Source: an optimization exercise on an open RTL-to-GDS flow (aim: small area, a short achievable clock period and few clock cycles per item). Production flows keep margins and buffers that such runs may drop. At most, simulation tests tie the RTL to the original design; equivalence was not proved.

==> flow/design.v (excerpt) <==
module PixelSolverMultiCore (
  input               io_cmd_valid,
  output              io_cmd_ready,
  input      [27:0]   io_cmd_payload_x,
  input      [27:0]   io_cmd_payload_y,
  output              io_rsp_valid,
  input               io_rsp_ready,
  output     [5:0]    io_rsp_payload_iteration,
  input               clk,
  input               reset
);
  reg  [27:0] r0_x, r0_y, r0_x0, r0_y0;
  reg  [5:0]  r0_it;       
  reg         r0_esc;      
  reg         r0_cyc;      
  reg  [2:0] r0_seq;
  reg         r0_act;      
  reg  [55:0] r0_snap;
  reg  [2:1] act;        
  reg  [13:0] r0_bo, r0_bt;  
  reg         tk;          
  reg  [5:0]  rob_d [0:7];
  reg  [7:0] rob_v;
  reg  [2:0] head, alloc;
  reg  [3:0] used;
  reg         o_v;
  reg  [5:0]  o_it;
  assign io_cmd_ready = tk;
  wire        acc = tk & io_cmd_valid;
  assign io_rsp_valid = o_v;
  assign io_rsp_payload_iteration = o_it;
  wire        fin0 = r0_act & (r0_esc | r0_cyc | (r0_it == 6'd62));
  wire [5:0]  res0 = r0_cyc ? 6'd63 : r0_it + {5'd0, ~r0_esc};
  wire [5:0]  itc = r0_it + 6'd1;    
  wire        cyce = (itc > 6'd4) & ({r0_x, r0_y} == r0_snap);
  wire [55:0] snape = (itc[1:0] == 0) ? {r0_x, r0_y} : r0_snap;
  wire        ld = ~o_v | io_rsp_ready;
  wire        pop = ld & rob_v[head];
  wire pp1;
  wire pp2;
  wire pp3;
  wire pp4;
  wire pp5;
  wire pp6;
  wire pp7;
  wire pp8;
  wire pp9;
  wire pp10;
  wire pp11;
  wire pp12;
  wire pp13;
  wire pp14;
  wire pp15;
  wire pp16;
  wire pp17;
  wire pp18;
  wire pp19;
  wire pp20;
  wire pp21;
  wire pp22;
  wire pp23;
  wire pp24;
  wire pp25;
  wire pp26;
  wire pp27;
  wire pp28;
  wire pp29;
  wire pp30;
  wire pp31;
  wire pp32;
  wire pp33;
  wire pp34;
  wire pp35;
  wire pp36;
  wire pp37;
  wire pp38;
  wire pp39;
  wire pp40;
  wire pp41;
  wire pp42;
  wire pp43;
  wire pp44;
  wire pp45;
  wire pp46;
  wire pp47;
  wire pp48;
  wire pp49;
  wire pp50;
  wire pp51;
  wire pp52;
  wire pp53;
  wire pp54;
  wire pp55;
  wire pp56;
  wire pp57;
  wire pp58;
  wire pp59;
  wire pp60;
  wire pp61;
  wire pp62;
  wire pp63;
  wire pp64;
  wire pp65;
  wire pp66;
  ...
For scale: about 6100 cells after synthesis, roughly 1200 flip-flops.
==> flow/config.mk <==
export PLATFORM = sky130hd
export DESIGN_NAME = PixelSolverMultiCore
export DESIGN_NICKNAME = PixelSolverMultiCore
export VERILOG_FILES = /design/flow/design.v
export SDC_FILE = /design/flow/constraint.sdc
export NUM_CORES = 8
export LEC_CHECK = 0
export CAP_MARGIN = 20
export CORE_MARGIN = 2
export CORE_UTILIZATION = 60
export CTS_BUF_LIST = sky130_fd_sc_hd__clkbuf_4
export SETUP_SLACK_MARGIN = 5
export SLEW_MARGIN = 20
export SYNTH_HIERARCHICAL = 1
==> flow/constraint.sdc <==
create_clock -name core_clock -period 10.0 [get_ports {clk}]
set_input_delay 2.0000 -clock core_clock [delete_from_list [all_inputs] [get_ports {clk}]]
set_output_delay 2.0000 -clock core_clock [all_outputs]
set_load 0.01 [all_outputs]
standard.sh (not shown) runs the stock make flow with config.mk's settings and CLKGATE_MAP_FILE= SYNTH_SCRIPT=/design/flow/synth_recipe.tcl, a recipe that flattens the netlist after the stock synthesis.
==> flow/flow/run.sh <==
#!/bin/bash
set -euo pipefail
MARGIN=${MARGIN:-7}
sed "s/SETUP_SLACK_MARGIN=[0-9.]*/SETUP_SLACK_MARGIN=$MARGIN/" standard.sh > standard_margin.sh
bash standard_margin.sh > standard.log 2>&1
Testbench counts at the start, summed over its fixed seeds: cycles 262,439, pixels 8,192.
Next try:
CORE_UTILIZATION = 70   (was 60)
CTS_BUF_LIST = sky130_fd_sc_hd__clkbuf_16   (was sky130_fd_sc_hd__clkbuf_4)
CTS_CLUSTER_DIAMETER = 150   (was not set)
CTS_CLUSTER_SIZE = 24   (was not set)
- maximum frequency is higher by 17%
- wire length is lower by 3.2%
- setup slack gets better by 0.56 ns
- clock skew is lower by 0.080 ns
- clock-buffer cell count is lower by 409
- register-to-register slack gets better by 0.03 ns
- final area is lower by 2.9%
- worst hold slack gets better by 0.041 ns
Next try:
CORE_UTILIZATION = 60   (was 70)
Effect: First-iteration DRC count shrinks by about a fifth. Die area grows by about a fifth. Critical path depth stays the same. Setup slack is better by 0.019 ns. Count of clock-buffer cells in the layout is unchanged. Via count shrinks by a few percent. Global-route usage shrinks by 5.1 points.


## the previous run
Another version of the RTL of PixelSolverMultiCore (not shown whole).
For scale: ~6000 cells after synthesis, roughly 1200 flip-flops.
==> flow/config.mk <==
export PLATFORM = sky130hd
export DESIGN_NAME = PixelSolverMultiCore
export DESIGN_NICKNAME = PixelSolverMultiCore
export VERILOG_FILES = /design/flow/design.v
export SDC_FILE = /design/flow/constraint.sdc
export NUM_CORES = 8
export LEC_CHECK = 0
export CAP_MARGIN = 20
export CORE_MARGIN = 2
export CORE_UTILIZATION = 60
export CTS_BUF_LIST = sky130_fd_sc_hd__clkbuf_16
export CTS_CLUSTER_DIAMETER = 150
export CTS_CLUSTER_SIZE = 24
export SETUP_SLACK_MARGIN = 5
export SLEW_MARGIN = 20
export SYNTH_HIERARCHICAL = 1
==> flow/constraint.sdc <==
create_clock -name core_clock -period 10.0 [get_ports {clk}]
set_input_delay 2.0000 -clock core_clock [delete_from_list [all_inputs] [get_ports {clk}]]
set_output_delay 2.0000 -clock core_clock [all_outputs]
set_load 0.01 [all_outputs]
Scripts as last shown in full above: flow/flow/run.sh
In summary, the previous run completed successfully, with a layout that passed the timing, DRC and antenna checks.
Input-level comparison between the current run and the previous run:
--- a/flow/flow/run.sh
+++ b/flow/flow/run.sh
@@ -3 +3 @@
-MARGIN=${MARGIN:-7}
+MARGIN=${MARGIN:-6.8}
## What came out
Summary of the current run over the previous run: shortest period the worst path allows went up by 0.053 ns; footprint of the multi-input gates went down by about 0.9%; post-route worst setup slack went down by 0.053 ns.
No run of this note included a check of the RTL's function; only the layout flow was run.


Setup of old:
Another version of the RTL of PixelSolverMultiCore (not shown whole).
Size in the first run: roughly 68 I/O pins, ~67000 µm² of cells after synthesis.
## PixelSolverMultiCore
module PixelSolverMultiCore (
  input               io_cmd_valid,
  output              io_cmd_ready,
  input      [27:0]   io_cmd_payload_x,
  input      [27:0]   io_cmd_payload_y,
  output              io_rsp_valid,
  input               io_rsp_ready,
  output     [5:0]    io_rsp_payload_iteration,
  input               clk,
  input               reset
);
Settings: LEC_CHECK=0, CAP_MARGIN=20, CORE_MARGIN=2, CORE_UTILIZATION=65, CTS_BUF_LIST=sky130_fd_sc_hd__clkbuf_16, CTS_CLUSTER_DIAMETER=150, CTS_CLUSTER_SIZE=24, SETUP_SLACK_MARGIN=5, SLEW_MARGIN=20, SYNTH_HIERARCHICAL=1; clock period 10.0 ns.
==> flow/flow/run.sh <==
#!/bin/bash
set -euo pipefail
MARGIN=${MARGIN:-6.8}
sed "s/SETUP_SLACK_MARGIN=[0-9.]*/SETUP_SLACK_MARGIN=$MARGIN/" standard.sh > standard_margin.sh
bash standard_margin.sh > standard.log 2>&1
Testbench counts of old, summed over its fixed seeds: cycles 255,610, pixels 8,192.
The following lists how new was set up differently from old:
- swapping 65 for 60 in CORE_UTILIZATION
==> flow/flow/run.sh <==
#!/bin/bash
set -euo pipefail
MARGIN=${MARGIN:-7.25}
sed "s/SETUP_SLACK_MARGIN=[0-9.]*/SETUP_SLACK_MARGIN=$MARGIN/" standard.sh > standard_margin.sh
bash standard_margin.sh > standard.log 2>&1
- Final instance area deteriorates in new relative to old.
- old -> new: critical path depth delta 0, exact match
- Area of the core region, old and new: smaller value in old
- When new is measured against old, its wire length of the first global-routing pass turns out about 6% higher.
- Compare old and new | die width lower: old
- There was hardly any difference in post-CTS clock slew at the launch and capture registers of the worst setup and hold paths between old and new.
- Run comparison: new worst setup path startpoint o_it[0]; old worst setup path startpoint o_it[2]
- Of old and new, the higher total wirelength of the detailed-routed design belongs to new.
- When new is set beside old, its via count of the routed design turns out to be 3.4% larger.


Another version of the RTL of PixelSolverMultiCore (not shown whole).
For scale: roughly 1,200 flip-flops, roughly 68 I/O pins, ~70,000 sq um of cells after synthesis.
Settings: LEC_CHECK=0, CAP_MARGIN=20, CORE_MARGIN=2, CORE_UTILIZATION=60, CTS_BUF_LIST=sky130_fd_sc_hd__clkbuf_16, CTS_CLUSTER_DIAMETER=150, CTS_CLUSTER_SIZE=24, PLACE_DENSITY=0.72, SETUP_SLACK_MARGIN=5, SLEW_MARGIN=20, SYNTH_HIERARCHICAL=1; clock period 10.0 ns.
==> flow/flow/run.sh <==
#!/bin/bash
set -euo pipefail
MARGIN=${MARGIN:-6.5}
sed "s/SETUP_SLACK_MARGIN=[0-9.]*/SETUP_SLACK_MARGIN=$MARGIN/" standard.sh > standard_margin.sh
bash standard_margin.sh > standard.log 2>&1
The first run ran to the end with no violations.
Testbench counts at the start, summed over its fixed seeds: cycles 255,610, pixels 8,192.
Rerun with:
==> flow/flow/run.sh (replaced) <==
#!/bin/bash
set -euo pipefail
MARGIN=${MARGIN:-7}
sed "s/SETUP_SLACK_MARGIN=[0-9.]*/SETUP_SLACK_MARGIN=$MARGIN/" standard.sh > standard_margin.sh
bash standard_margin.sh > standard.log 2>&1
- PLACE_DENSITY: 0.72 -> default
After rerunning: The new run finished clean; design area rose by about 5%; wire length rises by 11%; utilization goes up by 3.3 points; via count is higher by 1.1%; first-iteration DRC count drops by 4.9%; global-route usage increases by 2.9 points.
Rerun with:
==> flow/flow/run.sh (replaced) <==
#!/bin/bash
set -euo pipefail
MARGIN=${MARGIN:-6}
sed "s/SETUP_SLACK_MARGIN=[0-9.]*/SETUP_SLACK_MARGIN=$MARGIN/" standard.sh > standard_margin.sh
bash standard_margin.sh > standard.log 2>&1
Effect: The new run finished clean; cell area falls by a few percent; flip-flop and latch count does not change; area after synthesis is unchanged; routed wire length goes down by roughly a tenth; fmax fell by roughly a tenth; clock-buffer cell count falls by 2; die area is unchanged; global-route usage decreases by 2.4 points.
Rerun with:
==> flow/flow/run.sh (replaced) <==
#!/bin/bash
set -euo pipefail
MARGIN=${MARGIN:-6.5}
sed "s/SETUP_SLACK_MARGIN=[0-9.]*/SETUP_SLACK_MARGIN=$MARGIN/" standard.sh > standard_margin.sh
bash standard_margin.sh > standard.log 2>&1
The changed run finished with timing, DRC and antenna clean.
Cell area came out higher by 0.75%.
Utilization came out higher by 0.47 points.
Routed wire length came out higher by 1.1%.
Clock-buffer cell count came out higher by 1.
Non-clock buffer count came out higher by 17.

==> afterwards: timing with drivers on the ports <==
How much do the figures lean on ideal ports? The routed layouts below were timed once more, with nothing changed but the port constraints.
Step 1: set_driving_cell puts a clkbuf_16 on clk and a buf_2 on each other input, an assumption about the parent block.
Step 2 times the ports against the registers' clock, not the clock port: input delays grow and output delays shrink by t, the midpoint of the rising clock arrivals with the driver on.
a / b / c = ideal / step 1 / step 2; a / b = the first two.
| run | shift t [ns] | setup WS [ns] | hold slack, ns | worst setup path after step 2 | worst slew at a driven data input, ns |
|---|---|---|---|---|---|
| the first run of note 1 | 1.341 | 6.059 / 5.989 / 5.954 | 0.289 / 0.289 / 0.289 | input to register | 0.08 |
| the second run of note 1 | 0.803 | 6.621 / 6.548 / 6.375 | 0.330 / 0.330 / 0.330 | input to register | 0.05 |
| the third run of note 1 | 0.793 | 6.640 / 6.567 / 6.267 | 0.322 / 0.322 / 0.322 | input to register | 0.09 |
| the previous run | 0.766 | 6.801 / 6.727 / 6.416 | 0.314 / 0.314 / 0.314 | input to register | 0.08 |
| the current run | 0.772 | 6.748 / 6.718 / 6.147 | 0.327 / 0.327 / 0.327 | input to register | 0.07 |
| old | 0.770 | 6.785 / 6.713 / 6.159 | 0.318 / 0.318 / 0.318 | input to register | 0.13 |
| new | 0.775 | 6.763 / 6.688 / 6.551 | 0.328 / 0.328 / 0.328 | input to register | 0.08 |
| the first run of note 4 | 0.798 | 6.487 / 6.487 / 5.990 | 0.313 / 0.313 / 0.313 | input to register | 0.03 |
| the second run of note 4 | 0.800 | 6.579 / 6.579 / 6.351 | 0.320 / 0.320 / 0.320 | input to register | 0.06 |
| the third run of note 4 | 0.804 | 6.040 / 6.040 / 5.683 | 0.318 / 0.318 / 0.318 | input to register | 0.05 |
| the fourth run of note 4 | 0.784 | 6.496 / 6.496 / 5.919 | 0.316 / 0.316 / 0.316 | input to register | 0.06 |
After both steps every run listed still meets setup and hold. The setup slack of old, which loses most, moves by -0.072 ns with the drivers and by -0.626 ns with both steps.
